From an optimization exercise on the open Yosys and OpenROAD flow, aimed at small area; shortcuts taken in it are not production practice.
The flow treats the clock pin as an ideal source, which a real chip does not have.
Power is estimated from default activity; no workload was simulated.

## the previous run
==> module music, before the edit <==
module music(
    input clk,
    input rst,
    output reg speaker
);
reg [9:0] prescale;
reg [11:0] tone;               
wire wrap = prescale == 10'h200;
wire prescale_fb = prescale[9] ^ prescale[6] ^ (prescale[8:0] == 9'd0);
function [11:0] inc12;
    input [11:0] x; input ci;
    integer j; reg c;
    begin
        c = ci;
        for (j = 0; j < 12; j = j + 1) begin
            inc12[j] = x[j] ^ c;
            c = c & x[j];
        end
    end
endfunction
always @(posedge clk) begin
    prescale <= rst ? 10'h001 : {prescale[8:0], prescale_fb};
    tone <= rst ? 12'd0 : inc12(tone, wrap);
end
wire [2:0] rom_code;
music_ROM get_fullnote(.address(tone[11:4]), .code(rom_code));
reg [2:0] note_code;           
always @(posedge clk)
    note_code <= rst ? 3'd0 : rom_code;
wire [9:0] note_reload;
wire [8:0] octave_reload;
divide_by12 get_divider(.code(note_code), .note_reload(note_reload), .octave_reload(octave_reload));
reg [9:0] counter_note;        
reg [8:0] counter_octave;      
wire note_zero = counter_note == 10'h02f;
wire octave_zero = counter_octave == 9'h1c4;
always @(posedge clk) begin
    counter_note <= rst ? 10'h02f : note_zero ? note_reload
                  : {counter_note[8:0], counter_note[9] ^ counter_note[6]};
    counter_octave <= rst ? 9'h1c4 : !note_zero ? counter_octave : octave_zero ? octave_reload
                    : {counter_octave[7:0], counter_octave[8] ^ counter_octave[4]};
    speaker <= rst ? 1'b0 : speaker ^ (note_zero & octave_zero & (note_code != 3'd0) & (tone[3:0] != 4'd0));
end
endmodule
clock: 150.0 ns
lec_check: 0
abc_area: 1
cap_margin: 20
core_margin: 2
core_utilization: 40
cts_buf_list: sky130_fd_sc_hd__clkbuf_8
slew_margin: 20
standard.sh (not shown) runs the stock make flow with config.mk's settings and CLKGATE_MAP_FILE= SYNTH_SCRIPT=/design/flow/synth_recipe.tcl, a recipe that flattens the netlist after the stock synthesis.
==> flow/flow/run.sh <==
#!/bin/bash
# Own flow: the standard synthesis, then the logic (not the flip-flops, which keep their
# names and cell types) mapped again with a stronger ABC area script (deep synthesis, then
# mapping with two rounds of don't-care resynthesis; eight random seeds, the smallest result
# kept), then the standard layout from floorplan to finish with these changes: the
# smallest buffer (buf_1) on each port, one tie cell for the constant outputs, no buffers kept
# from timing-driven global placement, leaf clock buffers downsized where the clock-pin slew
# allows (flow/post_cts.tcl), and the clock tree built from clkbuf_8 without dummy loads.
# Each tool's output goes to a log file in the work folder.
set -euo pipefail
W=$PWD
R=$W/orfs/results/$FLOW_PLATFORM/main/base
YOSYS=$FLOW_HOME/../tools/install/yosys/bin/yosys
LIB=$FLOW_HOME/platforms/sky130hd/lib/sky130_fd_sc_hd__tt_025C_1v80.lib

bash standard.sh synth > synth.log 2>&1
cp "$R/1_2_yosys.v" std.v
sed "s#@LIB@#$LIB#g" flow/remap1.ys > remap1.ys
"$YOSYS" -s remap1.ys > remap1.log 2>&1

for B in 0 4; do
    for S in $((B + 1)) $((B + 2)) $((B + 3)) $((B + 4)); do
        sed "s#@SEED@#$S#g" flow/remap.abc > remap_$S.abc
        sed "s#@LIB@#$LIB#g; s#@WORK@#$W#g; s#@SEED@#$S#g" flow/remap2.ys > remap2_$S.ys
        ( "$YOSYS" -s remap2_$S.ys > remap2_$S.log 2>&1 || true ) &
    done
    wait
done
best=""; best_area=""
for S in 1 2 3 4 5 6 7 8; do
    [[ -s new_$S.v && -s remap_$S.stat ]] || continue
    a=$(awk '/Chip area/ {print $NF}' remap_$S.stat)
    if [[ -z "$best" ]] || awk -v a="$a" -v b="$best_area" 'BEGIN {exit !(a < b)}'; then
        best=$S; best_area=$a
    fi
done
[[ -n "$best" ]]
echo "remap: seed $best, area $best_area" > remap_choice.log
cp new_$best.v "$R/1_2_yosys.v"
rm -f "$R/1_synth.odb" "$R/1_synth.sdc"
bash standard.sh finish "POST_CTS_TCL=$W/flow/post_cts.tcl" "SKIP_REPAIR_TIE_FANOUT=1" "GPL_KEEP_OVERFLOW=0" "BUFFER_PORTS_ARGS=-buffer_cell sky130_fd_sc_hd__buf_1" \
    "CTS_ARGS=-sink_clustering_enable -repair_clock_nets -buf_list sky130_fd_sc_hd__clkbuf_8 -dont_use_dummy_load" \
    > finish.log 2>&1
Other scripts of this flow, unchanged in this note and not shown: flow/flow/post_cts.tcl, flow/flow/remap.abc, flow/flow/remap1.ys, flow/flow/remap2.ys
Input changes introduced in the current run (baseline for comparison: the previous run):
--- a/flow/design.v
+++ b/flow/design.v
@@ -425,14 +425,14 @@
 divide_by12 get_divider(.code(note_code), .note_reload(note_reload), .octave_reload(octave_reload));
 reg [9:0] counter_note;        
 reg [8:0] counter_octave;      
 wire note_zero = counter_note == 10'h02f;
 wire octave_zero = counter_octave == 9'h1c4;
 always @(posedge clk) begin
-    counter_note <= rst ? 10'h02f : note_zero ? note_reload
-                  : {counter_note[8:0], counter_note[9] ^ counter_note[6]};
+    counter_note <= rst ? 10'h02f : ({10{note_zero}} & note_reload)
+                  | ({10{~note_zero}} & {counter_note[8:0], counter_note[9] ^ counter_note[6]});
     counter_octave <= rst ? 9'h1c4 : !note_zero ? counter_octave : octave_zero ? octave_reload
                     : {counter_octave[7:0], counter_octave[8] ^ counter_octave[4]};
     speaker <= rst ? 1'b0 : speaker ^ (note_zero & octave_zero & (note_code != 3'd0) & (tone[3:0] != 4'd0));
 end
 endmodule
 module music_ROM(input [7:0] address, output reg [2:0] code);
Results
- For the current run, the timing startpoint of the critical path was Display.DisReg[0], unlike the previous run, where it was rst.
- Compared with the previous run, in the current run post-detailed-placement cell area +about 0.4%; via count of the first global-routing pass increased by 22 relative to the old numbers.
- Diff the previous run -> the current run: first-iteration DRC count now smaller, fraction of the core area covered by cells at the end of the flow now sits at about the same level, synthesized area shows no meaningful change, worst clock skew on the final layout has decreased, hold slack flat.
- The worst setup path endpoint comes out seg[1] in one run and Findscore.s_th[4] in the other, namely in the current run and the previous run respectively.
- NOTE overall power the previous run->the current run decreased by a few percent
- The previous run → the current run: synthesized cell count decreased by 4 relative to the old numbers, filler cell count has increased.
Function was not checked in any run of this note: the RTL went through the layout flow alone.

## separate check: timing with driven ports
The results above use ideal ports. As a check the final layouts listed here were re-extracted and re-timed, cells and wires unchanged.
Step 1, drivers: a clkbuf_16 drives clk and a buf_2 each remaining input, both assumed.
Step 2, shift: input delay + t, output delay - t, t = (earliest + latest rising clock arrival at the registers) / 2. This alone moves slack from input paths to output paths.
Slacks: no drivers / after step 1 / after step 2; pairs: no drivers / after step 1.
run | t, ns | setup slack, ns | worst setup path at the end
the previous run | 0.489 | 116.706 / 116.724 / 116.236 | input to register
the current run | 0.474 | 116.931 / 116.891 / 117.001 | input to register
After both steps setup and hold are still met in every run listed. For the previous run, which loses most, drivers alone change the setup slack by +0.018 ns; drivers and shift together by -0.470 ns.
